This design comes from an exercise in tuning for small area and a short achievable clock period on the open sky130 flow, not from production work.

==> inputs of try-garnet <==
## fir
module fir(
	input			clk_100k,
	input			rst_n,
	input 	signed [8:0]	samp_in,
	output 	signed [8:0]	fir_out
);
==> flow/config.mk <==
export PLATFORM = sky130hd
export DESIGN_NAME = fir
export DESIGN_NICKNAME = fir
export VERILOG_FILES = /design/flow/design.v
export SDC_FILE = /design/flow/constraint.sdc
export NUM_CORES = 4
export LEC_CHECK = 0
export CAP_MARGIN = 20
export CORE_MARGIN = 2
export CORE_UTILIZATION = 65
export CTS_BUF_LIST = sky130_fd_sc_hd__clkbuf_8
export CTS_CLUSTER_DIAMETER = 60
export CTS_CLUSTER_SIZE = 16
export SLEW_MARGIN = 20
export SYNTH_HIERARCHICAL = 1
export SYNTH_MINIMUM_KEEP_SIZE = 0
export TNS_END_PERCENT = 10
==> flow/constraint.sdc <==
create_clock -name core_clock -period 16.0 [get_ports {clk_100k}]
set_input_delay 3.2000 -clock core_clock [delete_from_list [all_inputs] [get_ports {clk_100k}]]
set_output_delay 3.2000 -clock core_clock [all_outputs]
set_load 0.01 [all_outputs]
standard.sh (not shown) runs the stock make flow with config.mk's settings and CLKGATE_MAP_FILE= SYNTH_SCRIPT=/design/flow/synth_recipe.tcl, a recipe that flattens the netlist after the stock synthesis.
==> flow/flow/run.sh <==
#!/bin/bash
# The standard layout (standard.sh), with repair_timing asked to keep a setup margin:
# the constraints are unchanged, the margin only makes the timing repair work harder.
set -euo pipefail
MARGIN=${MARGIN:-11}
sed "s|\"\${@:-finish}\"|SETUP_SLACK_MARGIN=$MARGIN \"\${@:-finish}\"|" standard.sh > margin.sh
grep -q "SETUP_SLACK_MARGIN=$MARGIN" margin.sh
bash margin.sh > layout.log 2>&1
==> inputs of try-pepper, as changes to try-garnet <==
--- a/flow/design.v
+++ b/flow/design.v
@@ -1120,14 +1120,13 @@
 wire g_24_s, g_24_c;
 fir_ha g_24_ha (e0[18], {~samp_in[8]}, g_24_s, g_24_c);
 wire [24:0] fa = {e0[24], e0[23], e0[22], e0[21], e0[20], e0[19], g_24_s, g_23_s, g_22_s, g_20_s, g_18_s, g_16_s, g_12_c, g_10_c, g_8_c, g_6_c, g_6_s, g_3_c, g_2_c, g_1_c, g_1_s, e0[3], e0[2], e0[1], e0[0]};
 wire [24:0] fb = {1'b0, 1'b0, 1'b0, 1'b0, 1'b0, g_24_c, g_23_c, g_22_c, 1'b0, g_18_c, 1'b0, g_14_c, g_14_s, g_12_s, g_10_s, g_8_s, 1'b0, g_4_s, g_3_s, g_2_s, 1'b0, samp_in[2], samp_in[1], samp_in[0], 1'b0};
 wire [16:0] lo = {1'b0, fa[15:0]} + {1'b0, fb[15:0]};
 wire [8:0] hs = fa[24:16] + fb[24:16];
-wire [8:0] hs1 = fa[24:16] + fb[24:16] + 9'd1;
-reg [8:0] oh, oh1;
+reg [8:0] oh;
 reg oc;
 always @(posedge clk_100k or negedge rst_n) begin
 	if (!rst_n) begin
 		x0 <= 9'd0; x1 <= 9'd0; x2 <= 9'd0; x3 <= 9'd0; x4 <= 9'd0; x5 <= 9'd0; x6 <= 9'd0; x7 <= 9'd0; x8 <= 9'd0; x9 <= 9'd0; x10 <= 9'd0; x11 <= 9'd0; x12 <= 9'd0; x13 <= 9'd0; x14 <= 9'd0; x15 <= 9'd0; x16 <= 9'd0; x17 <= 9'd0;
 		rq2_0_0 <= 1'b0;
 		rq2_0_1 <= 1'b0;
@@ -1209,13 +1208,13 @@
 		rq1_21_1 <= 1'b0;
 		rq1_22_0 <= 1'b0;
 		rq1_22_1 <= 1'b0;
 		rq1_23_0 <= 1'b0;
 		rq1_23_1 <= 1'b0;
 		rq1_24_0 <= 1'b0;
-		oh <= 9'd0; oh1 <= 9'd0; oc <= 1'b0;
+		oh <= 9'd0; oc <= 1'b0;
 	end else begin
 		x0 <= samp_in; x1 <= x0; x2 <= x1; x3 <= x2; x4 <= x3; x5 <= x4; x6 <= x5; x7 <= x6; x8 <= x7; x9 <= x8; x10 <= x9; x11 <= x10; x12 <= x11; x13 <= x12; x14 <= x13; x15 <= x14; x16 <= x15; x17 <= x16;
 		rq2_0_0 <= h2_2_s;
 		rq2_0_1 <= h2_1_s;
 		rq2_1_0 <= h2_6_s;
 		rq2_2_0 <= h2_6_c;
@@ -1295,16 +1294,16 @@
 		rq1_21_1 <= h1_218_s;
 		rq1_22_0 <= h1_222_s;
 		rq1_22_1 <= h1_218_c;
 		rq1_23_0 <= h1_222_c;
 		rq1_23_1 <= h1_224_s;
 		rq1_24_0 <= h1_226_s;
-		oh <= hs; oh1 <= hs1; oc <= lo[16];
+		oh <= hs; oc <= lo[16];
 	end
 end
-wire [8:0] s = oc ? oh1 : oh;
+wire [8:0] s = oh + {{8{1'b0}}, oc};
 assign fir_out = s[8:0];
 endmodule
 module fir_fa(input a, input b, input c, output s, output co);
 assign {co, s} = a + b + c;
 endmodule
 module fir_ha(input a, input b, output s, output co);
==> flow/flow/run.sh (replaced) <==
#!/bin/bash
# The standard layout (standard.sh), with repair_timing asked to keep a setup margin:
# the constraints are unchanged, the margin only makes the timing repair work harder.
set -euo pipefail
MARGIN=${MARGIN:-11.3}
sed "s|\"\${@:-finish}\"|SETUP_SLACK_MARGIN=$MARGIN \"\${@:-finish}\"|" standard.sh > margin.sh
grep -q "SETUP_SLACK_MARGIN=$MARGIN" margin.sh
bash margin.sh > layout.log 2>&1
==> comparison <==
In try-pepper the setup slack is better than in try-garnet, by 160 ps. In try-pepper the synthesized cell count is smaller than in try-garnet, by 2.7%. In try-pepper the non-clock buffer count is higher than in try-garnet, by 2. In try-garnet the sequential cell count is higher than in try-pepper, by 9. Of try-garnet and try-pepper, try-garnet has the higher clock skew (gap 4.2 ps). Of try-pepper and try-garnet, try-pepper has the higher worst hold slack (gap 0.54 ps). Area after synthesis: try-pepper is lower than try-garnet (about 2%). In try-garnet the via count is higher than in try-pepper, by about 1.7%. Between try-pepper and try-garnet, the lower critical path depth is in try-garnet (gap 5).
==> figures <==
| metric | try-pepper | try-garnet |
|---|---|---|
| Count of inserted tapcells | 448 | 455 |
| Setup repair bufs after CTS | 93 | 45 |
| Most common cell on crit path | fa_1 | fa_2 |
| P&R area growth vs syn | 16.1% | 15.7% |
| Area occupied by multi-input gates | 15600 um^2 | 15700 um^2 |
| Ratio of cells with drive above 1 in the final layout | 22.3% | 23.2% |
| Arrival time of the worst setup path | 5710 ps | 5930 ps |
| Non-clock buffer instance count of the final layout | 152 | 150 |
| Overall routing resource usage | 33.0% | 32.2% |
| Outcome | finished clean | finished clean |
| Storage cell area | 6400 um^2 | 6620 um^2 |
| DRC marker count from the first detailed-route iteration | 703 | 538 |
| Die span in x | 188 um | 190 um |
| Number of logic stages on the critical path including buffering | 18 | 13 |
| Final design utilization | 76.4% | 75.8% |
| Launching point of the worst reg2reg path | x2[0] | x1[0] |
| Placed cell count | 2052 | 2114 |
| Capturing instance or port of the critical path | rq1_11_0 | oh1[7] |
Function was not checked in any run of this note: the RTL went through the layout flow alone.

==> what the ideal ports hide <==
The results above use ideal ports. As a check the final layouts listed here were re-extracted and re-timed, cells and wires unchanged. Step 1: set_driving_cell puts a clkbuf_16 on clk_100k and a buf_2 on each other input, an assumption about the parent block. Step 2 moves the port delays by t, midway between the first and last clock arrival at a register: inputs arrive t later, outputs are due t later. That takes back most of the time a late clock gives input paths. Slacks: no drivers / after step 1 / after step 2; pairs: no drivers / after step 1.
run | t, ns | slack for setup (ns) | worst setup path after step 2 | clock arrival spread, ns
try-garnet | 0.671 | 10.608 / 10.590 / 9.919 | input to register | 0.050 / 0.050
try-pepper | 0.652 | 10.768 / 10.768 / 10.187 | input to register | 0.044 / 0.044
After both steps setup and hold are still met in every run listed. The setup slack of try-garnet, which loses most, moves by -0.018 ns with the drivers and by -0.689 ns with both steps.
